This is an optimization exercise on Yosys and OpenROAD, whose aim is small area and few clock cycles, not a production implementation. Function was checked by simulation only, so behaviour that the tests miss may differ from the original. Power is estimated from default activity; no workload was simulated. No driver is modelled on the clock port, so clocking that relies on it looks cheaper here than on a real chip.

$ cat flow/config.mk
export PLATFORM = sky130hd
export DESIGN_NAME = icap_controller
export DESIGN_NICKNAME = icap_controller
export VERILOG_FILES = /design/flow/design.v
export SDC_FILE = /design/flow/constraint.sdc
export NUM_CORES = 4
export LEC_CHECK = 0
export CAP_MARGIN = 20
export CORE_MARGIN = 2
export CORE_UTILIZATION = 50
export SETUP_SLACK_MARGIN = 0.3
export SLEW_MARGIN = 20
export SYNTH_MEMORY_MAX_BITS = 8192
$ cat flow/constraint.sdc
create_clock -name core_clock -period 6.0 [get_ports {ACLK}]
set_input_delay 1.2000 -clock core_clock [delete_from_list [all_inputs] [get_ports {ACLK}]]
set_output_delay 1.2000 -clock core_clock [all_outputs]
set_load 0.01 [all_outputs]
$ cat flow/design.v
`timescale 1ns / 1ps
module fifomem 
	#(
		parameter DATASIZE = 8,  
		parameter ADDRSIZE = 4
	)  
	(
		output [DATASIZE-1:0] rdata,
		input [DATASIZE-1:0] wdata,
		input [ADDRSIZE-1:0] waddr, raddr,
		input wclken, wfull, wclk
	);
	localparam DEPTH = 1<<ADDRSIZE;
	reg [DATASIZE-1:0] mem [0:DEPTH-1];
	assign rdata = mem[raddr];
	always @(posedge wclk)
		if (wclken && !wfull) mem[waddr] <= wdata;
endmodule
`timescale 1ns / 1ps
module sync_r2w 
	#(
		parameter ADDRSIZE = 4
	)
	(
		output reg [ADDRSIZE:0] wq2_rptr,
		input [ADDRSIZE:0] rptr,
		input wclk, wrst_n
	);
	reg [ADDRSIZE:0] wq1_rptr;
	always @(posedge wclk or negedge wrst_n)
		if (!wrst_n) {wq2_rptr,wq1_rptr} <= 0;
		else {wq2_rptr,wq1_rptr} <= {wq1_rptr,rptr};
endmodule
`timescale 1ns / 1ps
module sync_w2r 
	#(
		parameter ADDRSIZE = 4
	)
	(
		output reg [ADDRSIZE:0] rq2_wptr,
		input [ADDRSIZE:0] wptr,
		input rclk, rrst_n
	);
	reg [ADDRSIZE:0] rq1_wptr;
	always @(posedge rclk or negedge rrst_n)
		if (!rrst_n) {rq2_wptr,rq1_wptr} <= 0;
		else {rq2_wptr,rq1_wptr} <= {rq1_wptr,wptr};
endmodule
`timescale 1ns / 1ps
module rptr_empty 
	#(
	parameter ADDRSIZE = 4
	)
	(
		output reg rempty,
		output [ADDRSIZE-1:0] raddr,
		output reg [ADDRSIZE :0] rptr,
		input [ADDRSIZE :0] rq2_wptr,
		input rinc, rclk, rrst_n
	);
	reg [ADDRSIZE:0] rbin;
	wire [ADDRSIZE:0] rgraynext, rbinnext;
	always @(posedge rclk or negedge rrst_n)
		if (!rrst_n) {rbin, rptr} <= 0;
		else {rbin, rptr} <= {rbinnext, rgraynext};
	assign raddr = rbin[ADDRSIZE-1:0];
	assign rbinnext = rbin + (rinc & ~rempty);
	assign rgraynext = (rbinnext>>1) ^ rbinnext;
	wire rempty_val;
	assign rempty_val = (rgraynext == rq2_wptr);
	always @(posedge rclk or negedge rrst_n)
		if (!rrst_n) rempty <= 1'b1;
		else rempty <= rempty_val;
endmodule
`timescale 1ns / 1ps
module wptr_full 
	#(
		parameter ADDRSIZE = 4
	)
	(
		output reg wfull,
		output [ADDRSIZE-1:0] waddr,
		output reg [ADDRSIZE :0] wptr,
		input [ADDRSIZE :0] wq2_rptr,
		input winc, wclk, wrst_n
	);
	reg [ADDRSIZE:0] wbin;
	wire [ADDRSIZE:0] wgraynext, wbinnext;
	always @(posedge wclk or negedge wrst_n)
		if (!wrst_n) {wbin, wptr} <= 0;
		else {wbin, wptr} <= {wbinnext, wgraynext};
	assign waddr = wbin[ADDRSIZE-1:0];
	assign wbinnext = wbin + (winc & ~wfull);
	assign wgraynext = (wbinnext>>1) ^ wbinnext;
	wire wfull_val;
	assign wfull_val = (wgraynext=={~wq2_rptr[ADDRSIZE:ADDRSIZE-1],wq2_rptr[ADDRSIZE-2:0]});
	always @(posedge wclk or negedge wrst_n)
		if (!wrst_n) wfull <= 1'b0;
		else wfull <= wfull_val;
endmodule
`timescale 1ns / 1ps
module Asyn_fifo_v1
	#(
		parameter DATA_SIZE = 8,
		parameter ARRAY_SIZE = 4
	)
	(
		output [DATA_SIZE-1:0] rdata,
		output wfull,
		output rempty,
		input [DATA_SIZE-1:0] wdata,
		input winc, wclk, wrst_n,
		input rinc, rclk, rrst_n
	);
	wire [ARRAY_SIZE-1:0] waddr, raddr;
	wire [ARRAY_SIZE:0] wptr, rptr, wq2_rptr, rq2_wptr;
	sync_r2w sync_r2w (.wq2_rptr(wq2_rptr), .rptr(rptr), .wclk(wclk), .wrst_n(wrst_n));
	sync_w2r sync_w2r (.rq2_wptr(rq2_wptr), .wptr(wptr), .rclk(rclk), .rrst_n(rrst_n));
	fifomem #(DATA_SIZE, ARRAY_SIZE) fifomem (.rdata(rdata), .wdata(wdata), .waddr(waddr), .raddr(raddr), .wclken(winc), .wfull(wfull), .wclk(wclk));
	rptr_empty #(ARRAY_SIZE) rptr_empty (.rempty(rempty), .raddr(raddr), .rptr(rptr), .rq2_wptr(rq2_wptr), .rinc(rinc), .rclk(rclk), .rrst_n(rrst_n));
	wptr_full #(ARRAY_SIZE) wptr_full (.wfull(wfull), .waddr(waddr), .wptr(wptr), .wq2_rptr(wq2_rptr), .winc(winc), .wclk(wclk), .wrst_n(wrst_n));
endmodule
`timescale 1ns / 1ps
module ICAP_statemachine
	#(
		parameter DATA_SIZE = 256,
		parameter FLAG_SIZE = 1,
		parameter ICAP_DATA_SIZE = 32
	)
	(
		input 									clock,
		input 									reset,
		input 	[FLAG_SIZE - 1 : 0]		fifo_empty,
		input 	[DATA_SIZE - 1 : 0] 		fifo_data,
		output reg [FLAG_SIZE - 1 : 0]	fifo_read_en,	
		output reg [ICAP_DATA_SIZE - 1:0]icap_data,
		output reg [FLAG_SIZE - 1 : 0]	icap_en
    );
		localparam IDLE 				= 2'b00;
		localparam READ_FIFO 				= 2'b01;
		localparam DIVIDE_DATA 				= 2'b10;
		localparam ABORT_ICAP 				= 2'b11;
		localparam ONE 					= 8'b00000001;
		localparam TWO 					= 8'b00000010;
		localparam THREE 				= 8'b00000100;
		localparam FOUR 				= 8'b00001000;
		localparam FIVE 				= 8'b00010000;
		localparam SIX 					= 8'b00100000;
		localparam SEVEN 				= 8'b01000000;
		localparam EIGHT 				= 8'b10000000;
		localparam ENABLE 				= 1'b0;
		localparam DISABLE 				= 1'b1;
		reg [DATA_SIZE - 1 : 0] 			data_temp;
		reg [DATA_SIZE - 1 : 0] 			next_data;
		reg [1 : 0] 					state;
		reg [1 : 0] 					next_state;
		reg [7 : 0] 					count;
		reg [7 : 0] 					next_count;
	always @(posedge clock or negedge reset)
	begin
		if (!reset)	begin state <= IDLE; count <= ONE; end
		else	begin state <= next_state; count <= next_count; end
	end
	always @(posedge clock)
		data_temp <= next_data;
	always @(*)
	begin
		icap_en 	= DISABLE;
		fifo_read_en 	= 1'b0;
		icap_data 	= 0;
		next_count 	= count;
		next_data 	= data_temp;
		next_state 	= state;
		case(state)
			IDLE: begin
				next_count 	= ONE;
				if (fifo_empty)	next_state = IDLE;
				else 		next_state = READ_FIFO;
			end
			READ_FIFO: begin
				fifo_read_en 	= 1'b1;
				next_data 	= fifo_data;
				next_count 	= ONE;
				if (fifo_empty)	next_state = IDLE;
				else 		next_state = DIVIDE_DATA;
			end
			DIVIDE_DATA: begin
				case (count)
					ONE	: begin icap_data = data_temp[(1*32 - 1) : (0*32)]; next_count = count << 1;	icap_en = ENABLE; next_state = DIVIDE_DATA; end
					TWO	: begin icap_data = data_temp[(2*32 - 1) : (1*32)]; next_count = count << 1;	icap_en = ENABLE; next_state = DIVIDE_DATA; end
					THREE	: begin icap_data = data_temp[(3*32 - 1) : (2*32)]; next_count = count << 1;	icap_en = ENABLE; next_state = DIVIDE_DATA; end
					FOUR	: begin icap_data = data_temp[(4*32 - 1) : (3*32)]; next_count = count << 1;	icap_en = ENABLE; next_state = DIVIDE_DATA; end
					FIVE	: begin icap_data = data_temp[(5*32 - 1) : (4*32)]; next_count = count << 1;	icap_en = ENABLE; next_state = DIVIDE_DATA; end
					SIX	: begin icap_data = data_temp[(6*32 - 1) : (5*32)]; next_count = count << 1;	icap_en = ENABLE; next_state = DIVIDE_DATA; end
					SEVEN	: begin icap_data = data_temp[(7*32 - 1) : (6*32)]; next_count = count << 1;	icap_en = ENABLE; next_state = DIVIDE_DATA; end
					EIGHT	: begin icap_data = data_temp[(8*32 - 1) : (7*32)]; next_count = ONE;		icap_en = ENABLE;
									  if(fifo_empty)	next_state = IDLE; 
									  else 			next_state = READ_FIFO;
						  end
					default: begin icap_data = 0; next_count = ONE; icap_en = DISABLE; next_state = IDLE; end
				endcase
			end
			default: begin next_count = ONE; next_state = IDLE; end
		endcase
	end
endmodule
module icap_controller 
	(
		ACLK,
		ARESETN,
		S_AXIS_TREADY,
		S_AXIS_TDATA,
		S_AXIS_TLAST,
		S_AXIS_TVALID,
		ICAP_CE_N,
		ICAP_I
	);
	input                                     ACLK;
	input                                     ARESETN;
	output                                    S_AXIS_TREADY;
	input      [255 : 0]                      S_AXIS_TDATA;
	input                                     S_AXIS_TLAST;
	input                                     S_AXIS_TVALID;
	output                                    ICAP_CE_N;
	output     [31 : 0]                       ICAP_I;
	parameter DATA_WIDTH = 256;
	parameter ICAP_WIDTH = 32;
	parameter FIFO_ADDR_WIDTH = 4;		 
	wire [DATA_WIDTH - 1 : 0] read_data;
	wire write_en;
	wire read_en;
	wire fifo_flag_FULL;
	wire fifo_flag_EMPTY;
	wire icap_flag_en;
	wire [ICAP_WIDTH - 1 : 0] icap_data;
	assign write_en = S_AXIS_TVALID;
	assign S_AXIS_TREADY = ~fifo_flag_FULL;
	Asyn_fifo_v1 #(DATA_WIDTH, FIFO_ADDR_WIDTH) fifo
	(	
		.wfull(fifo_flag_FULL),
		.wdata(S_AXIS_TDATA),
		.winc(write_en),
		.wclk(ACLK),
		.wrst_n(ARESETN),
		.rdata(read_data),
		.rempty(fifo_flag_EMPTY),
		.rinc(read_en),
		.rclk(ACLK),
		.rrst_n(ARESETN)
	);
	ICAP_statemachine #(.DATA_SIZE(DATA_WIDTH), .ICAP_DATA_SIZE(ICAP_WIDTH)) ICAP_SM
	(
		.clock(ACLK),
		.reset(ARESETN),
		.fifo_data(read_data),
		.fifo_empty(fifo_flag_EMPTY),
		.fifo_read_en(read_en),
		.icap_data(icap_data),
		.icap_en(icap_flag_en)
   );
	assign ICAP_CE_N = icap_flag_en;
	assign ICAP_I = icap_data;
endmodule
$ cat flow/run.sh
#!/bin/bash
# synth_recipe.tcl (not shown) runs the flow's synth.tcl, then flattens the netlist and writes it again
# the make line also repeats each setting of config.mk as NAME=value (left out here)
make -C /OpenROAD-flow-scripts/flow DESIGN_CONFIG=/design/flow/config.mk WORK_HOME=/design/flow/orfs CLKGATE_MAP_FILE= SYNTH_SCRIPT=/design/flow/synth_recipe.tcl finish
==> out/results.ini, run 1 <==
[global_routing]
overflow=0
antenna_found_initial=119
track_usage_pct=25.3
grt_pass1_wl_um=586000
grt_max_degree=207
grt_pass1_vias=73700

[cells_and_area]
stdcell_count=11600
seq_area_um2=132000
drive_gt1_share_pct=29.5
post-route-util_pct=57.7
area_growth_syn_to_layout_pct=15.0
nNetsFinal=7166
nFillCells=23200
multiInputGateArea_um2=31000
final_cell_area_um2=189000

[floorplan]
core_um2=327000
fp-row-count=210
start_util_pct=50.2
die_width_um=577
die_h_um=577
die_area_um2=333000
ioPinCount=294

[logic_synthesis]
synth.distinct_cells=39
yosysSeqAreaShare_pct=80.4
synthesis.area_um2=164000
syn-num-nets=6543
yosysWarnings=6
synth_cells=6279
ys_seq_elements=4402
syn_avg_cell_area_um2=26.1

[cts]
clock_latency_ps=980
cts_tree=yes
path_clk_slew_ps=70
cts_root_buf=clkbuf_16
cts.sinks=4402
cts_buffers=440
clock_path_buffers=4
cts-hold-fix-buffers=0
htreeDepth=5

[drt]
vias=73300
routed_wirelength_um=419000
drc_errors=0
first_iter_violations=8454
drt-pass1-iter-count=6
wl_per_cell_um=36.0
via_per_inst=6.30
postRouteAntennaNets=0

[timing]
whs_ps=347
fmax_mhz=174
final-hold-violation-count=0
fin_ws_ps=243
setup_viol_count_final=0
rsz0062_at_grt=yes
drv_slew=0
tns_ps=0
slew_headroom_pct=19.8
period_needed_ps=5760
fin_skew_ps=62.7
tightest_slew_ps=1200
period_share_pct=96.0

[outcome]
status=timing/DRC/antenna clean

[placement]
placedCellCount=10800
dpl.hpwl_um=236000
gp_congestion=0.858
post_dp_cell_area_um2=174000
place_ws_ps=871
port_buffers=292

[power]
p_sw_share_pct=30.3
power.leakage_nw=58.2
p_total_mw=93.9
p_comb_share_pct=27.9
switching_power_mw=28.5
seq_power_share_pct=43.2
internal-power_mw=65.4
powerDensity_nw_per_um2=498
vdd_drop_max_v=0.000399
power.share.clock_pct=28.9

[critical_path]
worstSetupEndpointType=output port
cp_data_required_time_ps=4800
rrSetupSlack_ps=2390
r2r-start=fifo.rptr_empty.rbin[0]
rr_endpoint=ICAP_SM.data_temp[251]
cp-start-kind=flop
crit_type=reg -> out
critPathLaunch=ICAP_SM.count[4]
rr_worst_depth=4
cp_max_fo=33
arrival_ps=4560

[job]
cap_violations=0

[hold_path]
hold_depth=0
holdPathEnd=fifo.sync_w2r.rq2_wptr[2]
hold_path.class=reg -> reg
worstHoldStart=fifo.sync_w2r.rq1_wptr[2]

## what timing repair did
action,CTS,global route
endpoints found under the setup margin,32,32
pin swaps,1,0
gates resized for setup,11,3
setup buffers,0,0
hold endpoints to repair,0,0
## state kept, by name, indices dropped and copies added (netlist names)
signal / count
ICAP_SM.count: 8
fifo.sync_r2w.wq2_rptr: 5
fifo.wptr_full.wptr: 5
fifo.rptr_empty.rbin: 4
fifo.rptr_empty.rempty: 1
fifo.sync_r2w.wq1_rptr: 5
fifo.fifomem.mem: 4096
fifo.wptr_full.wbin: 4
fifo.sync_w2r.rq1_wptr: 5
ICAP_SM.state: 2
fifo.sync_w2r.rq2_wptr: 5
ICAP_SM.data_temp: 256
fifo.wptr_full.wfull: 1
fifo.rptr_empty.rptr: 5
## worst max-delay path by stage
stage                                   to  slack [ps]  cells after the start
floorplan           fifo.fifomem.mem[0][0]       -2380                      3
global placement                ICAP_I[12]         820                      7
detailed placement              ICAP_I[12]         870                      7
CTS                             ICAP_I[30]          90                      7
global route                     ICAP_I[3]         200                      7
finish                          ICAP_I[21]         240                      7
## logic make-up (layout without fill, tap and decap cells)
| group | after synthesis | after routing | share of synthesized area (%) |
|---|---|---|---|
| muxes | 1280 | 1280 | 17.6 |
| adders and majority gates | 4 | 4 | 0.0305 |
| DFF | 4402 | 4402 | 80.4 |
| AOI/OAI and AO/OA | 164 | 164 | 0.779 |
| and+or+nand+nor | 83 | 83 | 0.272 |
| other | 0 | 22 | 0 |
| buffers and inverters | 323 | 1314 | 0.799 |
| xor gates and xnor gates | 23 | 23 | 0.123 |
## metal layers
layer  GRT usage (%)  share of wire (%)  vias up  routed length [um]
met3            5.17                7.9      585               33000
met4            6.40                2.7       64               11400
met1            36.8                 41    40700              173000
met2            39.9                 48     2935              202000
met5               0              0.095        -                 399
li1                -                  -    29000                   -
## power by group through the flow
stage / sequential (mW) / clock, mW / combinational [mW]
6_report: 40.6 / 27.2 / 26.2
5_1_grt: 40.8 / 28.8 / 27.3
2_1_floorplan: 40.4 / 0 / 15.7
3_3_place_gp: 41.0 / 0 / 26.6
4_1_cts: 40.6 / 27.6 / 26.7
3_5_place_dp: 41.2 / 0 / 26.6
## worst max-delay path, stage by stage (launching register included)
cell,delay [ps]
dfrtp_1,430
nor4_2,540
and3_4,560
or4_4,250
o41ai_4,80
buf_4,300
a31oi_1,700
clkdlybuf4s50_1,700
## Yosys cell counts
cell type | instances | area (um2)
a211oi_1 | 2 | 15.0
a21oi_1 | 8 | 40.0
a221oi_1 | 25 | 219
a222oi_1 | 6 | 60.1
a22o_1 | 21 | 184
a22oi_1 | 66 | 495
a31oi_1 | 28 | 175
and2_1 | 7 | 43.8
and3_1 | 6 | 37.5
and4_1 | 2 | 17.5
and4b_1 | 2 | 20.0
buf_1 | 52 | 195
buf_2 | 60 | 300
buf_6 | 3 | 33.8
clkbuf_1 | 202 | 758
dfrtp_1 | 48 | 1200
dfstp_2 | 2 | 52.6
edfxtp_1 | 4352 | 131000
ha_1 | 4 | 50.1
inv_1 | 6 | 22.5
mux4_2 | 1280 | 28800
nand2_1 | 8 | 30.0
nand2b_1 | 2 | 12.5
nand3_1 | 8 | 40.0
nand3b_1 | 2 | 15.0
nor2_1 | 24 | 90.1
nor2b_1 | 10 | 62.6
nor3_1 | 5 | 25.0
nor4_1 | 2 | 12.5
o211a_1 | 1 | 10.0
o2bb2ai_1 | 5 | 43.8
o31a_1 | 1 | 8.76
o41ai_4 | 1 | 27.5
or2_2 | 1 | 6.26
or3_1 | 2 | 12.5
or3b_2 | 1 | 8.76
or4_4 | 1 | 11.3
xnor2_1 | 10 | 87.6
xor2_1 | 13 | 114
## cell usage in the layout (no fill, tap or decap), types with 13 or more instances in the layout
cell type        synthesis  final
a22oi_1                 66     66
clkbuf_1               202     81
diode_2                  0     22
buf_12                   0    103
buf_4                    0     98
xor2_1                  13     13
clkinv_1                 0    116
bufinv_16                0     45
dfrtp_1                 48     44
clkbuf_16                0    453
edfxtp_1              4352   4352
clkinv_2                 0     83
a221oi_1                25     25
a22o_1                  21     21
mux4_2                1280   1280
clkdlybuf4s50_1          0    291
a31oi_1                 28     22
## layout make-up
| class | instances | share of cell area (%) |
|---|---|---|
| antenna | 22 | 0.0292 |
| clock buffer | 535 | 6.18 |
| clock inverter | 275 | 1.37 |
| inverter | 6 | 0.0119 |
| multi-input combinational | 1554 | 16.5 |
| sequential | 4402 | 70.0 |
| tap | 4346 | 2.88 |
| timing repair buffer | 498 | 3.10 |
Testbench counts, summed over its fixed seeds: cycles 2,920.
==> run 2: changes to the inputs <==
==> flow/design.v (replaced) <==
module icap_controller
	(
		ACLK,
		ARESETN,
		S_AXIS_TREADY,
		S_AXIS_TDATA,
		S_AXIS_TLAST,
		S_AXIS_TVALID,
		ICAP_CE_N,
		ICAP_I
	);
	input                                     ACLK;
	input                                     ARESETN;
	output                                    S_AXIS_TREADY;
	input      [255 : 0]                      S_AXIS_TDATA;
	input                                     S_AXIS_TLAST;
	input                                     S_AXIS_TVALID;
	output                                    ICAP_CE_N;
	output     [31 : 0]                       ICAP_I;
	localparam K = 2;		 
	localparam L = 7;		 
	reg  [K-1:0]   wsel;		 
	reg  [K-1:0]   rsel;		 
	reg  [2:0]     part;		 
	wire [K-1:0]   head_v;
	wire [K-1:0]   in_rdy;
	wire [256*K-1:0] head_d;
	wire send = |(rsel & head_v);
	wire last = send & (part == 3'd7);
	wire acc  = S_AXIS_TVALID & |(wsel & in_rdy);
	genvar c, s;
	generate
		for (c = 0; c < K; c = c + 1) begin : ch
			reg  [256*L-1:0] d;
			reg  [L-1:0]     v;
			wire [L:0]       rdy;	 
			assign rdy[L] = rsel[c] & last;
			for (s = 0; s < L; s = s + 1) begin : st
				assign rdy[s] = ~v[s] | rdy[s+1];
				if (s == 0) begin : first
					always @(posedge ACLK)
						if (rdy[0]) d[255:0] <= S_AXIS_TDATA;
				end else begin : next
					always @(posedge ACLK)
						if (rdy[s]) d[s*256 +: 256] <= d[(s-1)*256 +: 256];
				end
			end
			always @(posedge ACLK or negedge ARESETN)
				if (!ARESETN) v <= {L{1'b0}};
				else v <= (rdy[L-1:0] & {v[L-2:0], acc & wsel[c]}) | (v & ~rdy[L-1:0]);
			assign head_v[c] = v[L-1];
			assign in_rdy[c] = rdy[0];
			assign head_d[c*256 +: 256] = d[(L-1)*256 +: 256];
		end
	endgenerate
	reg [255:0] head;
	integer i;
	always @(*) begin
		head = 256'd0;
		for (i = 0; i < K; i = i + 1)
			head = head | (head_d[i*256 +: 256] & {256{rsel[i]}});
	end
	always @(posedge ACLK or negedge ARESETN)
		if (!ARESETN) begin
			wsel <= {{(K-1){1'b0}}, 1'b1};
			rsel <= {{(K-1){1'b0}}, 1'b1};
			part <= 3'd0;
		end else begin
			if (acc) wsel <= {wsel[K-2:0], wsel[K-1]};
			if (last) rsel <= {rsel[K-2:0], rsel[K-1]};
			if (send) part <= part + 3'd1;
		end
	assign S_AXIS_TREADY = |(wsel & in_rdy);
	assign ICAP_CE_N = ~send;
	assign ICAP_I = head[part*32 +: 32];
endmodule
--- a/flow/config.mk
+++ b/flow/config.mk
@@ -8,6 +8,9 @@
 export CAP_MARGIN = 20
 export CORE_MARGIN = 2
 export CORE_UTILIZATION = 50
+export CTS_BUF_LIST = sky130_fd_sc_hd__clkbuf_16
+export CTS_CLUSTER_DIAMETER = 100
+export CTS_CLUSTER_SIZE = 24
 export SETUP_SLACK_MARGIN = 0.3
 export SLEW_MARGIN = 20
 export SYNTH_MEMORY_MAX_BITS = 8192
==> run 2 against run 1 <==
Clock skew is 32 ps lower. Non-clock buffer count fell by 118. Cell count down 33%. Clock power decreased by 55%. Critical path depth down 1. Sequential power down 26%. Sequential share of layout area rose by 17 points. Maximum frequency rose by 2.6%.
==> out/results.ini, run 2 <==
[cts]
path_clk_slew_ps=90
cts_root_buf=clkbuf_16
htreeDepth=4
cts_tree=yes
cts_setup_buffers=0
clock_path_buffers=3
clock_latency_ps=850
cts_buffers=168
cts.sinks=3605

[logic_synthesis]
synthesis.area_um2=113000
synth_area_leaders=edfxtp_1 96%, a221oi_1 0.89%, a22oi_1 0.83%
ys.flop_type=edfxtp_1
post-synth-top-count-cell=edfxtp_1
yosys.area.top_type=edfxtp_1
yosysWarnings=1
synth_edf_count=3584
syn_avg_cell_area_um2=26.5
ys_top_cells_by_count=3584 x edfxtp_1, 128 x a21oi_1, 124 x a22oi_1
synth_cells=4251
async_flop_share_pct=0.583
synth.distinct_cells=38
syn-num-nets=4513
yosysSeqAreaShare_pct=96.1
synth_top_cell_area_share_pct=95.6
ys_seq_elements=3605

[timing]
period_needed_ps=5610
setup_viol_count_final=0
fmax_mhz=178
tightest_slew_ps=1080
fin_skew_ps=30.4
slew_headroom_pct=28.2
tns_ps=0
drv_slew=0
period_share_pct=93.5
final-hold-violation-count=0
rsz0062_at_grt=no

[cells_and_area]
multiInputGateArea_um2=3850
largest_reg_flops=3584
stdcell_count=7745
nFillCells=16400
seq_area_um2=108000
largest-register=ch.d
final_cell_mix=3584 x edfxtp_1, 291 x clkdlybuf4s50_1, 172 x clkbuf_16
nNetsFinal=4962
reg.largest.list=ch.d: 3584 flops, part: 3 flops
area_growth_syn_to_layout_pct=10.6
layout_commonest_cell=edfxtp_1
drive_gt1_share_pct=6.92

[critical_path]
crit_slowest_cell=dfstp_4
slowest_delay_ps=1030
arrival_ps=4410
crit_cells=6
path_cells=buf_12, a221oi_1, a21oi_1, o22ai_1, nor2_1, clkdlybuf4s50_1
rr_worst_depth=7
cp_max_fo=36
critPathBufInv=2
cp_data_required_time_ps=4800
cp-start-kind=flop
rrSetupSlack_ps=1530
worstSetupEndpointType=output port
r2r-start=rsel[0]
cp_top_family=flip-flops
rr_endpoint=ch[0].d[419]
crit_type=reg -> out

[placement]
placedCellCount=7522
dpl.hpwl_um=115000
port_buffers=292
gp_congestion=0.725

[drt]
routed_wirelength_um=202000
postRouteAntennaNets=0
drc_errors=0
vias=40900
first_iter_violations=3962
via_per_inst=5.28
drt-pass1-iter-count=7
wl_per_cell_um=26.1

[global_routing]
track_usage_pct=17.7
grt_pass1_wl_um=290000
overflow=0
antenna_found_initial=27
grt_pass1_vias=41600
grt_max_degree=145

[floorplan]
die_h_um=478
die_area_um2=229000
die_width_um=478
core_um2=224000
ioPinCount=294
fp-row-count=174
start_util_pct=50.2

[job]
cap_violations=0

[power]
vdd_drop_max_v=0.000289
power.leakage_nw=40.5
powerDensity_nw_per_um2=349

[hold_path]
hold_path.class=in -> async

[outcome]
status=timing/DRC/antenna clean

==> run 2: metal layers <==
| metal | vias up | wire length (um) | track usage [%] |
|---|---|---|---|
| met2 | 929 | 103000 | 30.6 |
| met1 | 21400 | 83500 | 23.5 |
| met3 | 278 | 9570 | 2.83 |
| li1 | 18300 | - | - |
| met5 | - | 128 | 0 |
| met4 | 20 | 5320 | 5.04 |
==> run 2: worst max path at each step <==
stage	start	to	slack, ps
2_1_floorplan	part[0]	S_AXIS_TREADY	-5430
6_report	rsel[0]	ICAP_I[23]	390
5_1_grt	rsel[0]	ICAP_I[25]	310
3_3_place_gp	rsel[0]	ICAP_I[28]	1230
4_1_cts	rsel[0]	ICAP_I[25]	340
3_5_place_dp	rsel[0]	ICAP_I[27]	1230
==> run 2: cells by family (layout without fill, tap and decap cells) <==
group           after synthesis  count (layout)  share of synthesized area, %
flops                      3605            3605                          96.1
mux                           5               5                        0.0500
fa+ha+maj                     2               2                        0.0222
simple gates                 74              74                         0.320
other cells                   0               2                             0
xor+xnor                      1               1                       0.00778
buf+inv                     109             609                         0.605
compound gates              455             455                          2.92
==> run 2: layout make-up <==
class                           count  share of cell area (%)
Timing Repair Buffer              380                    3.19
Clock inverter                     49                   0.279
Inverter                            8                  0.0513
Sequential cell                  3605                    86.9
Clock buffer                      172                    3.46
Tap cell                         2992                    3.01
Multi-Input combinational cell    537                    3.09
Antenna cell                        2                 0.00402
==> run 2: power breakdown <==
part           switching, mW  total [mW]  internal, mW
Sequential             0.356        30.0          29.6
Combinational          0.883        1.11         0.225
Clock                   7.07        12.3          5.22
Total                   8.31        43.4          35.1
==> run 2: what timing repair did <==
item | in CTS | in global routing
gates resized for setup | 2 | 0
hold buffers | 0 | 0
setup endpoints to repair | 2 | 0
==> run 2: through the flow <==
step / utilization (%) / instance area (um2) / hold WS, ps / total power, mW / worst slack [ps]
after floorplan: - / 113000 / 400 / 31.3 / -5430
after global placement: 53.4 / 120000 / 400 / 31.6 / 1230
after detailed placement: 53.4 / 120000 / 405 / 31.7 / 1230
after CTS: 55.5 / 124000 / 393 / 43.9 / 338
after global routing: 55.5 / 124000 / 303 / 44.9 / 308
final: 55.5 / 124000 / 322 / 43.4 / 388
Testbench counts of run 2, summed over its fixed seeds: cycles 2,616.
==> run 3: changes to the inputs <==
--- a/flow/config.mk
+++ b/flow/config.mk
@@ -10,7 +10,7 @@
 export CORE_UTILIZATION = 50
 export CTS_BUF_LIST = sky130_fd_sc_hd__clkbuf_16
 export CTS_CLUSTER_DIAMETER = 100
-export CTS_CLUSTER_SIZE = 24
+export CTS_CLUSTER_SIZE = 30
 export SETUP_SLACK_MARGIN = 0.3
 export SLEW_MARGIN = 20
 export SYNTH_MEMORY_MAX_BITS = 8192
==> run 3 against run 2 <==
Still clean. Utilization down 0.35 points. First-iteration DRC count up 5.3%. Synthesized area unchanged. Register-to-register slack worse by 50 ps. Maximum frequency up 0.22%. Sequential share of layout area up 0.56 points. Die area unchanged. Wire length down 0.37%. Worst setup slack better by 12 ps. Total power down 2.4%. Global-route usage down 0.10 points. Largest cell class unchanged. Highest routed layer unchanged.
==> out/results.ini, run 3 <==
[outcome]
status=timing/DRC/antenna clean

[power]
power.leakage_nw=40.1
vdd_drop_max_v=0.000309
powerDensity_nw_per_um2=342

[floorplan]
ioPinCount=294
die_h_um=478
die_width_um=478
fp-row-count=174
die_area_um2=229000
core_um2=224000
start_util_pct=50.2

[logic_synthesis]
syn_avg_cell_area_um2=26.5
synth_edf_count=3584
synth_top_family_by_area=compound AO/OA/AOI/OAI gates
yosysSeqAreaShare_pct=96.1
yosysWarnings=1
ys_seq_elements=3605
yosys.area_share.simple_pct=0.320
synth_top_cell_area_share_pct=95.6
synth_fa_ha_area_share_pct=0.0222
post-synth-top-count-cell=edfxtp_1
ys_top_cells_by_count=3584 x edfxtp_1, 128 x a21oi_1, 124 x a22oi_1
synth_xor_area_share_pct=0.00778
muxShareOfSynthArea_pct=0.0500
synth_cells=4251
synthesis.area_um2=113000
yosys.area.top_type=edfxtp_1
synth.distinct_cells=38
ys.flop_type=edfxtp_1
synth_compound_area_share_pct=2.92
synth_area_leaders=edfxtp_1 96%, a221oi_1 0.89%, a22oi_1 0.83%
async_flop_share_pct=0.583
syn-num-nets=4513

[timing]
fin_skew_ps=40.6
setup_viol_count_final=0
period_share_pct=93.3
tightest_slew_ps=1070
rsz0062_at_grt=no
final-hold-violation-count=0
drv_slew=0
fmax_mhz=179
slew_headroom_pct=28.9
period_needed_ps=5600
tns_ps=0

[drt]
postRouteAntennaNets=0
drc_errors=0
first_iter_violations=4172
drt-pass1-iter-count=6
via_per_inst=5.29
wl_per_cell_um=26.1
routed_wirelength_um=201000
vias=40700

[critical_path]
rr_endpoint=ch[0].d[418]
cp_max_fo=40
arrival_ps=4400
r2r-start=part[2]
cp_data_required_time_ps=4800
rrSetupSlack_ps=1480
cp-start-kind=flop
crit_type=reg -> out
rr_worst_depth=8
worstSetupEndpointType=output port

[cts]
cts_root_buf=clkbuf_16
cts-hold-fix-buffers=0
clock_path_buffers=3
cts_buffers=138
cts_setup_buffers=0
clock_latency_ps=830
cts.sinks=3605
cts_tree=yes
htreeDepth=4
path_clk_slew_ps=110

[cells_and_area]
drive_gt1_share_pct=6.37
reg.largest.list=ch.d: 3584 flops, part: 3 flops
final_cell_mix=3584 x edfxtp_1, 291 x clkdlybuf4s50_1, 145 x clkbuf_16
nNetsFinal=4932
post-route-util_pct=55.1
nFillCells=16500
largest-register=ch.d
largest_reg_flops=3584
layout_commonest_cell=edfxtp_1
area_growth_syn_to_layout_pct=9.86

[global_routing]
antenna_found_initial=30
overflow=0
grt_pass1_wl_um=288000
grt_pass1_vias=41200
track_usage_pct=17.6
grt_max_degree=145

[placement]
port_buffers=292
gp_congestion=0.725
dpl.hpwl_um=115000

[job]
cap_violations=0

[hold_path]
hold_path.class=in -> async

-- run 3: timing repair --
action,in CTS,in global routing
gates resized for setup,1,1
endpoints found under the setup margin,1,1
endpoints found under the hold margin,0,0
pin swaps,0,0
-- run 3: critical path, stage by stage (launching register included) --
cell	delay, ps
dfrtp_4	890
nand2_2	600
buf_4	460
o22ai_1	700
nor2_1	330
clkdlybuf4s50_1	570
-- run 3: routing by layer --
layer	wire length (um)	vias up	track usage, %
met4	4990	20	4.76
met2	104000	983	30.6
li1	-	18200	-
met3	9780	240	2.68
met5	135	-	0
met1	82500	21300	23.5
-- run 3: worst max-delay path by stage --
stage	startpoint	end	slack, ps	cells past startpoint
3_3_place_gp	rsel[0]	ICAP_I[28]	1230	6
2_1_floorplan	part[0]	S_AXIS_TREADY	-5430	5
6_report	part[2]	ICAP_I[22]	400	5
3_5_place_dp	rsel[0]	ICAP_I[27]	1230	6
4_1_cts	rsel[0]	ICAP_I[28]	300	6
5_1_grt	rsel[0]	ICAP_I[25]	350	6
-- run 3: kinds of logic (layout without fill, tap and decap cells) --
family                   count (synthesis)  count (layout)
other                                    0               2
XOR/XNOR                                 1               1
adder cells (fa/ha/maj)                  2               2
AO/OA/AOI/OAI                          455             455
flip-flops                            3605            3605
buffers and inverters                  109             569
multiplexers                             5               5
AND/OR/NAND/NOR                         74              74
-- run 3: area by class of cell --
class,count,area [um2],share of cell area (%)
sequential,3605,108000,87.5
timing repair buffer,380,3970,3.21
multi-input combinational,537,3850,3.11
tap,2992,3740,3.03
clock buffer,145,3630,2.93
clock inverter,36,229,0.185
inverter,8,63.8,0.0516
antenna,2,5.00,0.00405
-- run 3: power by group --
part	total [mW]	leakage (nW)	switching [mW]	internal, mW
Combinational	1.10	2.68	0.879	0.225
Sequential	30.0	35.5	0.354	29.6
Clock	11.2	1.98	6.79	4.46
Total	42.3	40.1	8.02	34.3
-- run 3: metrics by stage --
step	cell area, um2	hold WS, ps	worst slack, ps	instances	total power, mW
after floorplan	113000	400	-5430	4251	31.3
after global placement	120000	400	1230	7521	31.6
final	124000	327	401	7705	42.3
after global routing	124000	308	350	7704	43.8
after CTS	124000	399	304	7703	42.8
after detailed placement	120000	405	1230	7522	31.7
==> run 4: changes to the inputs <==
--- a/flow/config.mk
+++ b/flow/config.mk
@@ -7,7 +7,7 @@
 export LEC_CHECK = 0
 export CAP_MARGIN = 20
 export CORE_MARGIN = 2
-export CORE_UTILIZATION = 50
+export CORE_UTILIZATION = 70
 export CTS_BUF_LIST = sky130_fd_sc_hd__clkbuf_16
 export CTS_CLUSTER_DIAMETER = 100
 export CTS_CLUSTER_SIZE = 30
==> run 4 against run 3 <==
Still clean. Worst hold slack improved by 40 ps. Worst setup slack improved by 130 ps. Cell area decreased by 0.94%. Synthesized area unchanged. Clock skew decreased by 9.9 ps. Sequential power about the same. Clock-buffer cell count increased by 2. Combinational power about the same. Synthesized cell count unchanged. Largest cell class unchanged. Largest power group unchanged.
==> out/results.ini, run 4 <==
[power]
powerDensity_nw_per_um2=344
vdd_drop_max_v=0.000354
power.leakage_nw=40.0
p_total_mw=42.1

[critical_path]
crit_type=reg -> out
cp_data_required_time_ps=4800
rrSetupSlack_ps=1650
arrival_ps=4270
critPathLaunch=rsel[1]
r2r-start=part[1]
worstSetupEndpointType=output port
rr_worst_depth=9
cp-start-kind=flop
cp_max_fo=55
rr_endpoint=ch[0].d[357]
crit_end=ICAP_I[7]

[job]
cap_violations=0

[floorplan]
die_area_um2=164000
core_um2=160000
start_util_pct=70.3
die_width_um=405
die_h_um=405
fp-row-count=147
ioPinCount=294

[cells_and_area]
largest-register=ch.d
nNetsFinal=4924
area_growth_syn_to_layout_pct=8.83
largest_reg_flops=3584
drive_gt1_share_pct=6.12
post-route-util_pct=76.5
layout_commonest_cell=edfxtp_1
reg.largest.list=ch.d: 3584 flops, part: 3 flops
final_cell_mix=3584 x edfxtp_1, 291 x clkdlybuf4s50_1, 147 x clkbuf_16

[logic_synthesis]
synth_top_family_by_area=compound AO/OA/AOI/OAI gates
post-synth-top-count-cell=edfxtp_1
synth_cells=4251
yosys.area_share.simple_pct=0.320
ys_seq_elements=3605
synth_compound_area_share_pct=2.92
synth.distinct_cells=38
synthesis.area_um2=113000
yosys.area.top_type=edfxtp_1
syn_avg_cell_area_um2=26.5
synth_edf_count=3584
yosysWarnings=1
yosysSeqAreaShare_pct=96.1
synth_area_leaders=edfxtp_1 96%, a221oi_1 0.89%, a22oi_1 0.83%
syn-num-nets=4513
async_flop_share_pct=0.583
ys_top_cells_by_count=3584 x edfxtp_1, 128 x a21oi_1, 124 x a22oi_1
synth_top_cell_area_share_pct=95.6
muxShareOfSynthArea_pct=0.0500
ys.flop_type=edfxtp_1
synth_xor_area_share_pct=0.00778
synth_fa_ha_area_share_pct=0.0222

[drt]
via_per_inst=5.94
wl_per_cell_um=26.9
drt-pass1-iter-count=5
routed_wirelength_um=184000
drc_errors=0
wl_met2_um=95900
wl_met3_um=10800
dr.max_layer_used=met5
postRouteAntennaNets=0
vias=40700
first_iter_violations=4067
wl_met1_um=72500

[timing]
fmax_mhz=183
final-hold-violation-count=0
period_needed_ps=5470
rsz0062_at_grt=no
setup_viol_count_final=0
drv_slew=0
fin_skew_ps=30.7
period_share_pct=91.2
tightest_slew_ps=1170
slew_headroom_pct=21.8
whs_ps=367

[global_routing]
grt_max_degree=149
overflow=0
track_usage_pct=22.9
grt_pass1_vias=40900
antenna_found_initial=18
grt_pass1_wl_um=265000

[placement]
gp_congestion=0.769
port_buffers=292
dpl.hpwl_um=104000

[cts]
path_clk_slew_ps=110
cts_setup_buffers=0
clock_path_buffers=3
cts-hold-fix-buffers=0
htreeDepth=4
cts_tree=yes
cts_buffers=138
cts.sinks=3605
cts.repair.resized=0
cts_root_buf=clkbuf_16
clock_latency_ps=800

[outcome]
status=timing/DRC/antenna clean

[hold_path]
hold_path.class=in -> async

## run 4: cell counts after synthesis
No cell type changed its count.
## run 4: per-layer routing
metal / GRT usage, % / vias up
met5: 0 / -
met3: 3.71 / 226
li1: - / 18100
met2: 39.6 / 1109
met4: 6.42 / 12
met1: 31.0 / 21200
## run 4: report_power, final
part	leakage, nW	switching, mW	internal (mW)
sequential	35.5	0.368	29.6
clock	1.92	6.58	4.45
combinational	2.65	0.851	0.216
total	40.0	7.80	34.3
## run 4: worst max-delay path: stages (launching register included)
cell and delay, ps:
dfrtp_4 1110, buf_12 300, buf_4 330, a221oi_1 150, a21oi_1 630, o22ai_1 160, nor2_1 200, clkdlybuf4s50_1 570
## run 4: area by class of cell
type | instances | area (um2)
antenna | 3 | 7.51
multi-input combinational | 537 | 3850
inverter | 8 | 63.8
clock buffer | 147 | 3680
timing repair buffer | 372 | 3900
tap | 2160 | 2700
sequential | 3605 | 108000
clock inverter | 19 | 143
fill | 8219 | 37700
## run 4: stage by stage
| stage | cells | setup WS [ps] | setup TNS, ps | cell area, um2 |
|---|---|---|---|---|
| floorplan | 4251 | -5430 | -7555830 | 113000 |
| global placement | 6682 | 1440 | 0 | 119000 |
| detailed placement | 6682 | 1370 | 0 | 119000 |
| CTS | 6848 | 475 | 0 | 123000 |
| global route | 6849 | 397 | 0 | 123000 |
| finish | 6851 | 526 | 0 | 123000 |
## run 4: how the worst min path moves through the flow
| stage | startpoint | to | slack, ps | depth (start not counted) |
|---|---|---|---|---|
| after floorplan | ch[0].d[744] | ch[0].d[1000] | 400 | 0 |
| after global placement | ch[1].d[844] | ch[1].d[1100] | 400 | 0 |
| after detailed placement | ch[0].d[752] | ch[0].d[1008] | 400 | 0 |
| after CTS | ch[1].d[37] | ch[1].d[293] | 400 | 0 |
| after global routing | ARESETN | wsel[1] | 360 | 1 |
| final | ARESETN | part[0] | 370 | 1 |
## run 4: cell families after synthesis
group | count (synthesis)
buf+inv | 109
simple gates | 74
flops | 3605
fa+ha+maj | 2
compound gates | 455
mux | 5
xor+xnor | 1
==> run 5: changes to the inputs <==
--- a/flow/config.mk
+++ b/flow/config.mk
@@ -5,6 +5,7 @@
 export SDC_FILE = /design/flow/constraint.sdc
 export NUM_CORES = 4
 export LEC_CHECK = 0
+export ABC_AREA = 1
 export CAP_MARGIN = 20
 export CORE_MARGIN = 2
 export CORE_UTILIZATION = 70
==> run 5 against run 4 <==
Die area is 0.59% higher. Still clean. Register-to-register slack better by 210 ps. Via count is 4.7% higher. Maximum frequency is 0.72% lower. Highest routed layer unchanged. First-iteration DRC count is 7.3% higher. Total power is 4.7% lower. Worst setup slack worse by 40 ps. Flip-flop and latch count stayed put. Sequential share of layout area is 0.53 points lower. Clock power hardly changed. Sequential power is 3% lower.
==> out/results.ini, run 5 <==
[timing]
period_needed_ps=5510
fin_skew_ps=41.6
final-hold-violation-count=0
tns_ps=0
setup_viol_count_final=0
whs_ps=402
fin_ws_ps=487
drv_slew=0
tightest_slew_ps=1130
fmax_mhz=181
period_share_pct=91.9
slew_headroom_pct=24.5
rsz0062_at_grt=no

[power]
power.leakage_nw=42.4
p_total_mw=40.1
p_comb_share_pct=0.6
switching_power_mw=6.93
power.share.clock_pct=27.1
vdd_drop_max_v=0.000346
p_sw_share_pct=17.3
seq_power_share_pct=72.2
internal-power_mw=33.2
powerDensity_nw_per_um2=325

[job]
cap_violations=0

[critical_path]
path_cells=inv_6, nand3_1, nand3_1, nand2_1, a31oi_1, a31oi_1, clkdlybuf4s50_1
rrSetupSlack_ps=1860
slowest_delay_ps=730
arrival_ps=4310
r2r-start=rsel[0]
critPathBufInv=2
critPathLaunch=part[0]
crit_slowest_cell=a31oi_1
cp_max_fo=46
crit_type=reg -> out
cp-start-kind=flop
cp_top_family=buffers and inverters
cp_data_required_time_ps=4800
worstSetupEndpointType=output port

[logic_synthesis]
synth_compound_area_share_pct=0.463
yosysSeqAreaShare_pct=95.5
syn_avg_cell_area_um2=23.9
synth_edf_count=3584
ys_top_cells_by_count=3584 x edfxtp_1, 564 x nand2_1, 348 x nand3_1
synth_fa_ha_area_share_pct=0.0221
async_flop_share_pct=0.583
syn-num-nets=4996
ys_seq_elements=3605
muxShareOfSynthArea_pct=0
ys.flop_type=edfxtp_1
synth_top_family_by_area=simple AND/OR/NAND/NOR gates
yosysWarnings=1
synth_xor_area_share_pct=0.00773
post-synth-top-count-cell=edfxtp_1
yosys.area.top_type=edfxtp_1
synth_area_leaders=edfxtp_1 95%, nand2_1 1.9%, nand3_1 1.5%
yosys.area_share.simple_pct=3.52
synthesis.area_um2=113000
synth_top_cell_area_share_pct=95.0
synth.distinct_cells=23
synth_cells=4734

[drt]
wl_per_cell_um=26.7
vias=42600
drc_errors=0
drt-pass1-iter-count=7
via_per_inst=5.81
first_iter_violations=4363
postRouteAntennaNets=0
routed_wirelength_um=196000

[cts]
cts_root_buf=clkbuf_16
clock_path_buffers=3
clock_latency_ps=810
cts_buffers=138
path_clk_slew_ps=100
cts_tree=yes
cts.sinks=3605
htreeDepth=4

[cells_and_area]
drive_gt1_share_pct=5.28
reg.largest.list=ch.d: 3584 flops, part: 3 flops
largest-register=ch.d
final_cell_mix=3584 x edfxtp_1, 560 x nand2_1, 346 x nand3_1
area_growth_syn_to_layout_pct=8.84
layout_commonest_cell=edfxtp_1
stdcell_count=7333
largest_reg_flops=3584
nNetsFinal=5414

[floorplan]
core_um2=161000
start_util_pct=70.5
fp-row-count=147
die_area_um2=165000
die_h_um=406
die_width_um=406
ioPinCount=294

[global_routing]
grt_pass1_wl_um=280000
overflow=0
grt_pass1_vias=42000
track_usage_pct=24.3
antenna_found_initial=14
grt_max_degree=137

[hold_path]
hold_path.class=reg -> reg
worstHoldStart=ch[0].d[12]

[placement]
port_buffers=292
place_ws_ps=1190
dpl.hpwl_um=115000
placedCellCount=7171
gp_congestion=0.777

[outcome]
status=timing/DRC/antenna clean

==> run 5: changes by cell type after synthesis, sizes merged, moves of 10 or more <==
cell    previous run  this run
inv                8        18
a31oi              0        64
a21oi            128         2
a221oi           130         0
nor2              32         2
o22ai             62         0
clkbuf            19        34
nand2b            16         0
nand3              3       350
a22oi            125         0
nand2              9       566
buf               82        72
==> run 5: repair_timing <==
| item | in CTS | in global routing |
|---|---|---|
| buffers inserted | 1 | 0 |
| hold buffers | 0 | 0 |
| gates resized for setup | 0 | 0 |
| endpoints found under the setup margin | 1 | 0 |
==> run 5: area by class of cell <==
class                      instances  area, um2
inverter                          18        106
clock inverter                    15       87.6
sequential                      3605     108000
multi-input combinational       1005       4660
antenna                            3       7.51
clock buffer                     143       3580
timing repair buffer             384       3940
fill                            8401      37300
tap                             2160       2700
==> run 5: power groups by stage <==
stage / Combinational, mW / Clock, mW / Sequential (mW)
after CTS: 0.258 / 11.1 / 29.0
after global placement: 0.253 / 0 / 29.5
final: 0.255 / 10.9 / 29.0
after global routing: 0.265 / 11.9 / 29.1
after floorplan: 0.00000225 / 0 / 29.4
after detailed placement: 0.256 / 0 / 29.6
==> run 5: path summary, 6_finish.rpt <==
kind	endpoint	depth (start not counted)
setup / recovery	ICAP_I[17]	7
hold / removal	ch[0].d[268]	0
setup reg to reg	ch[0].d[131]	7
hold reg to reg	ch[0].d[268]	0
max in group asynchronous	wsel[0]	2
min in group asynchronous	async pin	2
==> run 5: layer usage <==
layer | up-vias | global-route usage [%] | share of wire (%)
met5 | - | 0 | 0.038
met4 | 12 | 6.50 | 2.6
met3 | 262 | 4.11 | 6.7
met2 | 1307 | 41.1 | 51
met1 | 21900 | 33.8 | 40
li1 | 19100 | - | -
==> run 5: cell families (layout without fill, tap and decap cells) <==
kind of cell | count (synthesis) | count (layout)
AOI/OAI and AO/OA | 78 | 78
xor gates and xnor gates | 1 | 1
adders and majority gates | 2 | 2
buffers and inverters | 124 | 560
DFF | 3605 | 3605
other | 0 | 3
and+or+nand+nor | 924 | 924
==> run 5: stage by stage <==
step           cell area, um2  utilization [%]
2_1_floorplan          113000                -
3_3_place_gp           120000             74.4
3_5_place_dp           120000             74.5
4_1_cts                123000             76.7
5_1_grt                123000             76.8
6_report               123000             76.8
==> run 6: changes to the inputs <==
==> flow/config.mk (replaced) <==
export PLATFORM = sky130hd
export DESIGN_NAME = icap_controller
export DESIGN_NICKNAME = icap_controller
export VERILOG_FILES = /design/flow/design.v
export SDC_FILE = /design/flow/constraint.sdc
export NUM_CORES = 4
export LEC_CHECK = 0
export CAP_MARGIN = 20
export CORE_MARGIN = 2
export CORE_UTILIZATION = 50
export SETUP_SLACK_MARGIN = 0.3
export SLEW_MARGIN = 20
export SYNTH_MEMORY_MAX_BITS = 8192
==> run 6 against run 5 <==
Worst hold slack lost 170 ps. Cell count grew 11%. Flip-flop and latch count is the same. Worst setup slack lost 69 ps. Synthesized cell count shrank 10%. Largest power group unchanged. Register-to-register slack lost 360 ps. Total power grew 28%. Sequential share of layout area shrank 4.9 points. Utilization shrank 19 points. Still clean on timing, DRC and antenna. Die area grew 39%. Clock power grew 87%. Clock skew grew 18 ps.
==> out/results.ini, run 6 <==
[outcome]
status=timing/DRC/antenna clean

[critical_path]
cp_max_fo=40
crit_slowest_cell=dfrtp_4
rrSetupSlack_ps=1500
slowest_delay_ps=860
cp_top_family=simple AND/OR/NAND/NOR gates
cp-start-kind=flop
arrival_ps=4380
path_cells=nand2b_2, buf_4, o22ai_1, nor2_1, clkdlybuf4s50_1
crit_cells=5
critPathBufInv=2
rr_endpoint=ch[0].d[423]
rr_worst_depth=8
crit_type=reg -> out
r2r-start=part[2]
cp_data_required_time_ps=4800
worstSetupEndpointType=output port

[power]
power.leakage_nw=43.4
p_total_mw=51.5
power.share.clock_pct=39.5
seq_power_share_pct=58.3
powerDensity_nw_per_um2=395
switching_power_mw=9.83
p_sw_share_pct=19.1
internal-power_mw=41.7
vdd_drop_max_v=0.000304
p_comb_share_pct=2.2

[logic_synthesis]
muxShareOfSynthArea_pct=0.0500
yosysSeqAreaShare_pct=96.1
yosys.area_share.simple_pct=0.320
synth_xor_area_share_pct=0.00778
async_flop_share_pct=0.583
syn_avg_cell_area_um2=26.5
synth_edf_count=3584
ys_seq_elements=3605
synth_compound_area_share_pct=2.92
synth_area_leaders=edfxtp_1 96%, a221oi_1 0.89%, a22oi_1 0.83%
synth_cells=4251
ys.flop_type=edfxtp_1
post-synth-top-count-cell=edfxtp_1
synth_top_family_by_area=compound AO/OA/AOI/OAI gates
ys_top_cells_by_count=3584 x edfxtp_1, 128 x a21oi_1, 124 x a22oi_1
yosys.area.top_type=edfxtp_1
synth.distinct_cells=38
synthesis.area_um2=113000
syn-num-nets=4513
synth_fa_ha_area_share_pct=0.0222
yosysWarnings=1
synth_top_cell_area_share_pct=95.6

[floorplan]
core_um2=224000
die_h_um=478
start_util_pct=50.2
ioPinCount=294
die_width_um=478
fp-row-count=174
die_area_um2=229000

[global_routing]
overflow=0
grt_max_degree=145
track_usage_pct=18.3
antenna_found_initial=29
grt_pass1_vias=43500
grt_pass1_wl_um=299000

[cells_and_area]
nFillCells=15900
seq_area_um2=108000
reg.largest.list=ch.d: 3584 flops, part: 3 flops
multiInputGateArea_um2=3870
final_cell_mix=3584 x edfxtp_1, 361 x clkbuf_16, 291 x clkdlybuf4s50_1
drive_gt1_share_pct=11.7
nNetsFinal=5150
largest_reg_flops=3584
area_growth_syn_to_layout_pct=15.9
layout_commonest_cell=edfxtp_1
largest-register=ch.d

[job]
cap_violations=0

[hold_path]
hold_path.class=in -> async

[timing]
setup_viol_count_final=0
slew_headroom_pct=25.2
fin_skew_ps=59.2
fmax_mhz=179
tns_ps=0
period_share_pct=93.0
final-hold-violation-count=0
tightest_slew_ps=1120
period_needed_ps=5580
drv_slew=0
rsz0062_at_grt=no

[drt]
routed_wirelength_um=207000
vias=42400
drc_errors=0
drt-pass1-iter-count=5
postRouteAntennaNets=0
wl_per_cell_um=25.5
first_iter_violations=3754
via_per_inst=5.20

[placement]
dpl.hpwl_um=115000
gp_congestion=0.725
port_buffers=292

[cts]
clock_path_buffers=4
clock_latency_ps=950
path_clk_slew_ps=60
cts_tree=yes
cts-hold-fix-buffers=0
cts_root_buf=clkbuf_16
htreeDepth=5
cts_buffers=354
cts.sinks=3605

[run 6: cell types whose count changed in the layout (fill, tap and decap cells not counted), sizes merged, moves of 16 or more]
cell    change
nand3     -347
nand2     -557
a21oi     +126
nand2b     +16
clkinv    +136
o22ai      +62
a22oi     +125
a31oi      -64
a221oi    +130
bufinv     +19
nor2       +30
clkbuf    +300
inv        -20
[run 6: how the worst max path moves through the flow]
stage                          to  slack (ps)    start
floorplan           S_AXIS_TREADY       -5430  part[0]
detailed placement     ICAP_I[27]        1230  rsel[0]
finish                 ICAP_I[23]         420  part[2]
CTS                     ICAP_I[8]         320  part[2]
global placement       ICAP_I[28]        1230  rsel[0]
global route           ICAP_I[23]         340  part[2]
[run 6: routing by layer]
layer / wire length (um) / GRT usage [%]
met2: 105000 / 30.8
met4: 5660 / 5.65
met3: 12000 / 3.66
met5: 150 / 0
met1: 84100 / 24.1
[run 6: per-stage QoR]
step	instance area [um2]	util, %	worst slack (ps)	hold WS, ps	instances
6_report	130000	58.2	418	227	8138
5_1_grt	130000	58.2	340	212	8138
4_1_cts	130000	58.2	322	380	8137
3_5_place_dp	120000	53.4	1230	405	7522
3_3_place_gp	120000	53.4	1230	400	7521
2_1_floorplan	113000	-	-5430	400	4251
[run 6: power by group through the flow]
stage,sequential [mW],clock [mW],combinational [mW]
2_1_floorplan,30.9,0,0.431
3_3_place_gp,30.5,0,1.15
3_5_place_dp,30.6,0,1.17
4_1_cts,30.1,20.9,1.17
5_1_grt,30.2,21.9,1.20
6_report,30.0,20.4,1.11
[run 6: kinds of logic after synthesis]
| logic type | Yosys count |
|---|---|
| AOI/OAI and AO/OA | 455 |
| xor gates and xnor gates | 1 |
| adders and majority gates | 2 |
| buffers and inverters | 109 |
| DFF | 3605 |
| muxes | 5 |
| and+or+nand+nor | 74 |
[run 6: timing repair]
action / in CTS / in global routing
setup endpoints to repair: 8 / 0
buffers inserted: 2 / 0
gates resized for setup: 7 / 0
[run 6: cell type report]
type	instances	area share [%]
flip-flops and latches	3605	82.9
clock buffers	443	7.16
repair buffers	382	3.08
multi-input cells	537	2.97
well taps	2992	2.87
clock inverters	170	0.988
inverters	8	0.0489
diodes	1	0.00192
==> run 7: changes to the inputs <==
--- a/flow/config.mk
+++ b/flow/config.mk
@@ -8,6 +8,9 @@
 export CAP_MARGIN = 20
 export CORE_MARGIN = 2
 export CORE_UTILIZATION = 50
+export CTS_BUF_LIST = sky130_fd_sc_hd__clkbuf_8
+export CTS_CLUSTER_DIAMETER = 60
+export CTS_CLUSTER_SIZE = 16
 export SETUP_SLACK_MARGIN = 0.3
 export SLEW_MARGIN = 20
 export SYNTH_MEMORY_MAX_BITS = 8192
==> run 7 against run 6 <==
Still clean. Clock skew is 5.8 ps lower. Non-clock buffer count did not move. Die area unchanged. Total power shrank 17%. Critical path depth increased by 1. Synthesized cell count did not move. Worst setup slack gained 22 ps. Utilization fell by 2.8 points. Cell area fell by 4.9%. Critical path type unchanged. Largest cell class unchanged.
==> out/results.ini, run 7 <==
[cells_and_area]
area_growth_syn_to_layout_pct=10.3
largest-register=ch.d
drive_gt1_share_pct=9.48
seq_area_um2=108000
nNetsFinal=5076
reg.largest.list=ch.d: 3584 flops, part: 3 flops
largest_reg_flops=3584
multiInputGateArea_um2=3880
nFillCells=16400
final_cell_mix=3584 x edfxtp_1, 291 x clkdlybuf4s50_1, 288 x clkbuf_8
final_cell_area_um2=124000
layout_commonest_cell=edfxtp_1

[power]
p_comb_share_pct=2.6
p_total_mw=42.7
switching_power_mw=8.37
vdd_drop_max_v=0.000246
power.leakage_nw=40.4
power.share.clock_pct=27.2
p_sw_share_pct=19.6
seq_power_share_pct=70.2
powerDensity_nw_per_um2=344
internal-power_mw=34.4

[cts]
cts-hold-fix-buffers=0
cts_tree=yes
path_clk_slew_ps=100
clock_latency_ps=1040
cts_root_buf=clkbuf_8
cts.sinks=3605
cts_buffers=280
htreeDepth=5
clock_path_buffers=4

[critical_path]
rr_worst_depth=8
rrSetupSlack_ps=1450
rr_endpoint=ch[0].d[293]
arrival_ps=4360
r2r-start=part[2]
crit_type=reg -> out
worstSetupEndpointType=output port
cp_data_required_time_ps=4800
cp-start-kind=flop
cp_max_fo=78

[logic_synthesis]
synth.distinct_cells=38
synth_cells=4251
syn-num-nets=4513
yosys.area.top_type=edfxtp_1
synth_top_cell_area_share_pct=95.6
ys.flop_type=edfxtp_1
yosysWarnings=1
post-synth-top-count-cell=edfxtp_1
yosysSeqAreaShare_pct=96.1
ys_top_cells_by_count=3584 x edfxtp_1, 128 x a21oi_1, 124 x a22oi_1
synth_edf_count=3584
async_flop_share_pct=0.583
syn_avg_cell_area_um2=26.5
ys_seq_elements=3605
synthesis.area_um2=113000
synth_area_leaders=edfxtp_1 96%, a221oi_1 0.89%, a22oi_1 0.83%

[placement]
post_dp_cell_area_um2=120000
port_buffers=292
dpl.hpwl_um=115000
gp_congestion=0.725

[global_routing]
antenna_found_initial=30
grt_pass1_vias=42600
track_usage_pct=18.0
overflow=0
grt_pass1_wl_um=294000
grt_max_degree=145

[timing]
setup_viol_count_final=0
final-hold-violation-count=0
period_share_pct=92.7
fmax_mhz=180
drv_slew=0
fin_skew_ps=53.5
tightest_slew_ps=1100
slew_headroom_pct=26.8
rsz0062_at_grt=no
period_needed_ps=5560

[drt]
drt-pass1-iter-count=5
postRouteAntennaNets=0
drc_errors=0
wl_per_cell_um=26.2
first_iter_violations=3752
routed_wirelength_um=206000
via_per_inst=5.28
vias=41500

[hold_path]
hold_path.class=in -> async

[floorplan]
die_h_um=478
die_width_um=478
fp-row-count=174
die_area_um2=229000
ioPinCount=294
core_um2=224000
start_util_pct=50.2

[job]
cap_violations=0

[outcome]
status=timing/DRC/antenna clean

run 7: cell count changes in the layout (fill, tap and decap cells not counted), sizes merged:
cell      delta
diode        +1
clkbuf     -155
bufinv      -16
inv         +13
clkinvlp     +1
clkinv     -123
run 7: repair_timing:
action                     4_1_cts  5_1_grt
setup buffers                    2        0
setup endpoints to repair       15        0
resized for setup               11        0
run 7: metal layers:
| metal | vias up | GRT usage, % | share of wire [%] |
|---|---|---|---|
| met5 | - | 0 | 0.070 |
| met2 | 1149 | 30.6 | 51 |
| li1 | 18400 | - | - |
| met3 | 329 | 3.59 | 5.8 |
| met1 | 21600 | 23.7 | 41 |
| met4 | 22 | 5.53 | 2.7 |
run 7: final cells by class:
type | instances | area share, %
sequential | 3605 | 87.1
timing repair buffer | 382 | 3.23
clock buffer | 288 | 3.19
multi-input combinational | 537 | 3.13
tap | 2992 | 3.02
clock inverter | 45 | 0.259
inverter | 8 | 0.0514
antenna | 2 | 0.00403
run 7: cells by family after synthesis:
kind of cell / synth area share, %
muxes: 0.0500
adders and majority gates: 0.0222
buffers and inverters: 0.605
DFF: 96.1
and+or+nand+nor: 0.320
AOI/OAI and AO/OA: 2.92
xor gates and xnor gates: 0.00778
run 7: power groups by stage:
stage / Clock (mW) / Sequential, mW / Combinational [mW]
2_1_floorplan: 0 / 30.9 / 0.431
3_5_place_dp: 0 / 30.6 / 1.17
3_3_place_gp: 0 / 30.5 / 1.15
4_1_cts: 12.1 / 30.0 / 1.17
6_report: 11.6 / 30.0 / 1.11
5_1_grt: 13.0 / 30.1 / 1.20
run 7: metrics by stage:
stage / worst slack, ps / cells / TNS (ps) / hold slack (ps) / utilization (%)
detailed placement: 1230 / 7522 / 0 / 405 / 53.4
floorplan: -5430 / 4251 / -7555830 / 400 / -
global route: 347 / 7858 / 0 / 65.6 / 55.4
finish: 440 / 7859 / 0 / 111 / 55.4
global placement: 1230 / 7521 / 0 / 400 / 53.4
CTS: 326 / 7857 / 0 / 388 / 55.4
run 7: worst max-delay path, stage by stage (launching register included):
cell	delay (ps)
dfstp_4	920
buf_12	420
a22oi_1	180
a21oi_1	280
o22ai_2	240
nor2_1	490
clkdlybuf4s50_1	640
run 7: how the worst max path moves through the flow:
| stage | startpoint | end | depth (start not counted) |
|---|---|---|---|
| floorplan | part[0] | S_AXIS_TREADY | 5 |
| global placement | rsel[0] | ICAP_I[28] | 6 |
| detailed placement | rsel[0] | ICAP_I[27] | 6 |
| CTS | part[2] | ICAP_I[22] | 5 |
| global route | rsel[0] | ICAP_I[29] | 6 |
| finish | rsel[0] | ICAP_I[22] | 6 |
==> run 8: changes to the inputs <==
==> flow/flow/run.sh (new file) <==
#!/bin/bash
# The standard layout (the standard.sh, standard synthesis included), with two changes:
# the port buffers are the smallest buffer cell, and clock tree synthesis adds no dummy loads.
# make's full output goes to flow_make.log in the work folder; ORFS keeps each step's log
# under orfs/logs/.
set -euo pipefail
export BUFFER_PORTS_ARGS="-buffer_cell sky130_fd_sc_hd__buf_1"
export CTS_ARGS="-sink_clustering_enable -repair_clock_nets -sink_clustering_size 30 -sink_clustering_max_diameter 100 -buf_list sky130_fd_sc_hd__clkbuf_16 -dont_use_dummy_load"
bash standard.sh finish > flow_make.log 2>&1
==> flow/standard.sh (new file) <==
#!/bin/bash
# synth_recipe.tcl (not shown) runs the flow's synth.tcl, then flattens the netlist and writes it again
# the make line also repeats each setting of config.mk as NAME=value (left out here)
make -C /OpenROAD-flow-scripts/flow DESIGN_CONFIG=/design/flow/config.mk WORK_HOME=/design/flow/orfs CLKGATE_MAP_FILE= SYNTH_SCRIPT=/design/flow/synth_recipe.tcl "${@:-finish}"
--- a/flow/config.mk
+++ b/flow/config.mk
@@ -7,10 +7,10 @@
 export LEC_CHECK = 0
 export CAP_MARGIN = 20
 export CORE_MARGIN = 2
-export CORE_UTILIZATION = 50
-export CTS_BUF_LIST = sky130_fd_sc_hd__clkbuf_8
-export CTS_CLUSTER_DIAMETER = 60
-export CTS_CLUSTER_SIZE = 16
+export CORE_UTILIZATION = 70
+export CTS_BUF_LIST = sky130_fd_sc_hd__clkbuf_16
+export CTS_CLUSTER_DIAMETER = 100
+export CTS_CLUSTER_SIZE = 30
 export SETUP_SLACK_MARGIN = 0.3
 export SLEW_MARGIN = 20
 export SYNTH_MEMORY_MAX_BITS = 8192
removed: flow/run.sh
==> run 8 against run 7 <==
Still clean on timing, DRC and antenna. Total power decreased by 2.9%. Cell area decreased by 3.1%. Non-clock buffer count decreased by 16. Clock skew increased by 1.7 ps. Clock-buffer cell count decreased by 150. Wire length decreased by 11%. Clock power decreased by 9%. Global-route usage increased by 4.7 points. First-iteration DRC count increased by 5.9%. Synthesized area unchanged. Critical endpoint is now ICAP_I[31]. Largest cell class unchanged.
==> out/results.ini, run 8 <==
[outcome]
status=timing/DRC/antenna clean

[critical_path]
cp_max_fo=38
slowest_delay_ps=830
cp_data_required_time_ps=4800
worstSetupEndpointType=output port
crit_type=reg -> out
critPathBufInv=2
cp-start-kind=flop
path_cells=buf_4, nand2b_1, o22ai_1, nor2_1, buf_1

[cts]
htreeDepth=4
cts_setup_buffers=0
cts.sinks=3605
clock_path_buffers=3
cts_tree=yes
cts-hold-fix-buffers=0
cts_buffers=138
cts.repair.resized=0
clock_latency_ps=810

[power]
vdd_drop_max_v=0.000385
power.leakage_nw=39.0
internal-power_mw=33.9
power.share.clock_pct=25.5
switching_power_mw=7.62
p_comb_share_pct=2.2
powerDensity_nw_per_um2=345
p_sw_share_pct=18.4
seq_power_share_pct=72.3

[logic_synthesis]
synth_cells=4251
syn_avg_cell_area_um2=26.5
ys.flop_type=edfxtp_1
yosysSeqAreaShare_pct=96.1
ys_top_cells_by_count=3584 x edfxtp_1, 128 x a21oi_1, 124 x a22oi_1
synth.distinct_cells=38
yosys.area.top_type=edfxtp_1
synth_edf_count=3584
synth_top_cell_area_share_pct=95.6
ys_seq_elements=3605

[timing]
final-hold-violation-count=0
fin_skew_ps=55.2
slew_headroom_pct=21.8
period_share_pct=86.5
fin_ws_ps=811
tightest_slew_ps=1170
rsz0062_at_grt=no
drv_slew=0

[cells_and_area]
area_growth_syn_to_layout_pct=6.83
final_cell_mix=3584 x edfxtp_1, 292 x buf_1, 138 x clkbuf_16
largest-register=ch.d
final_cell_area_um2=120000
post-route-util_pct=75.1
layout_commonest_cell=edfxtp_1
reg.largest.list=ch.d: 3584 flops, part: 3 flops
largest_reg_flops=3584

[floorplan]
die_width_um=405
core_um2=160000
start_util_pct=70.3
die_h_um=405

[drt]
first_iter_violations=3975
wl_per_cell_um=26.9
vias=40400

[placement]
gp_congestion=0.763
port_buffers=292

[global_routing]
grt_use_met1_pct=30.9
grt_pass1_wl_um=262000
grt_util_met3_pct=3.85
grt_max_degree=157
grt.busiest_layer=met2
antenna_found_initial=35
track_usage_pct=22.7
grt_pass1_vias=40200

[job]
cap_violations=0

-- run 8: power by group through the flow --
| stage | combinational (mW) | clock [mW] | sequential, mW |
|---|---|---|---|
| 6_report | 0.923 | 10.6 | 30.0 |
| 4_1_cts | 0.969 | 10.9 | 30.0 |
| 2_1_floorplan | 0.431 | 0 | 30.9 |
| 3_3_place_gp | 0.945 | 0 | 30.5 |
| 3_5_place_dp | 0.969 | 0 | 30.6 |
| 5_1_grt | 1.00 | 11.6 | 30.1 |
-- run 8: metrics by stage --
stage | hold WS [ps] | power (mW)
floorplan | 400 | 31.3
global placement | 400 | 31.4
detailed placement | 405 | 31.6
CTS | 346 | 41.9
global route | 356 | 42.8
finish | 349 | 41.5
-- run 8: cell families (layout without fill, tap and decap cells) --
group | count (synthesis) | after routing | share of synthesized area [%]
DFF | 3605 | 3605 | 96.1
AOI/OAI and AO/OA | 455 | 455 | 2.92
buffers and inverters | 109 | 512 | 0.605
and+or+nand+nor | 74 | 74 | 0.320
muxes | 5 | 5 | 0.0500
adders and majority gates | 2 | 2 | 0.0222
xor gates and xnor gates | 1 | 1 | 0.00778
other | 0 | 8 | 0
-- run 8: routing by layer --
metal  part of all wire, %  up-vias  wire length, um
met3                   5.7      242            10500
met5                  0.14        -              257
li1                      -    18100                -
met2                    52     1014            95400
met4                   2.3       36             4290
met1                    40    21000            72800
-- run 8: worst register-to-register path, cell delays in order (launching register included) --
cell and delay (ps):
dfstp_4 1210, buf_4 430, a21boi_1 170, clkinvlp_4 130, nor3_2 70, clkinvlp_4 90
buf_12 700, buf_12 930
-- run 8: area by class of cell --
| class | instances | area (um2) |
|---|---|---|
| timing repair buffer | 366 | 2000 |
| fill | 8560 | 39900 |
| clock buffer | 138 | 3450 |
| tap | 2160 | 2700 |
| inverter | 8 | 63.8 |
| multi-input combinational | 537 | 3850 |
| sequential | 3605 | 108000 |
| antenna | 8 | 20.0 |
-- run 8: path summary, 6_finish.rpt --
| kind | from | end | depth (start not counted) |
|---|---|---|---|
| max in group asynchronous | ARESETN | rsel[1] | 2 |
| max reg2reg | rsel[0] | ch[0].d[240] | 7 |
| min reg2reg | ch[0].d[419] | ch[0].d[675] | 0 |
| min | ch[0].d[419] | ch[0].d[675] | 0 |
| min in group asynchronous | ARESETN | async pin | 2 |
| max | part[2] | ICAP_I[31] | 5 |

Check on run 8: ideal ports give 0.811 ns setup slack; a clkbuf_16 on the clock port and buf_2 on the inputs give 0.732 ns; moving port delays by the midpoint clock arrival (0.867 ns) as well gives 1.599 ns.
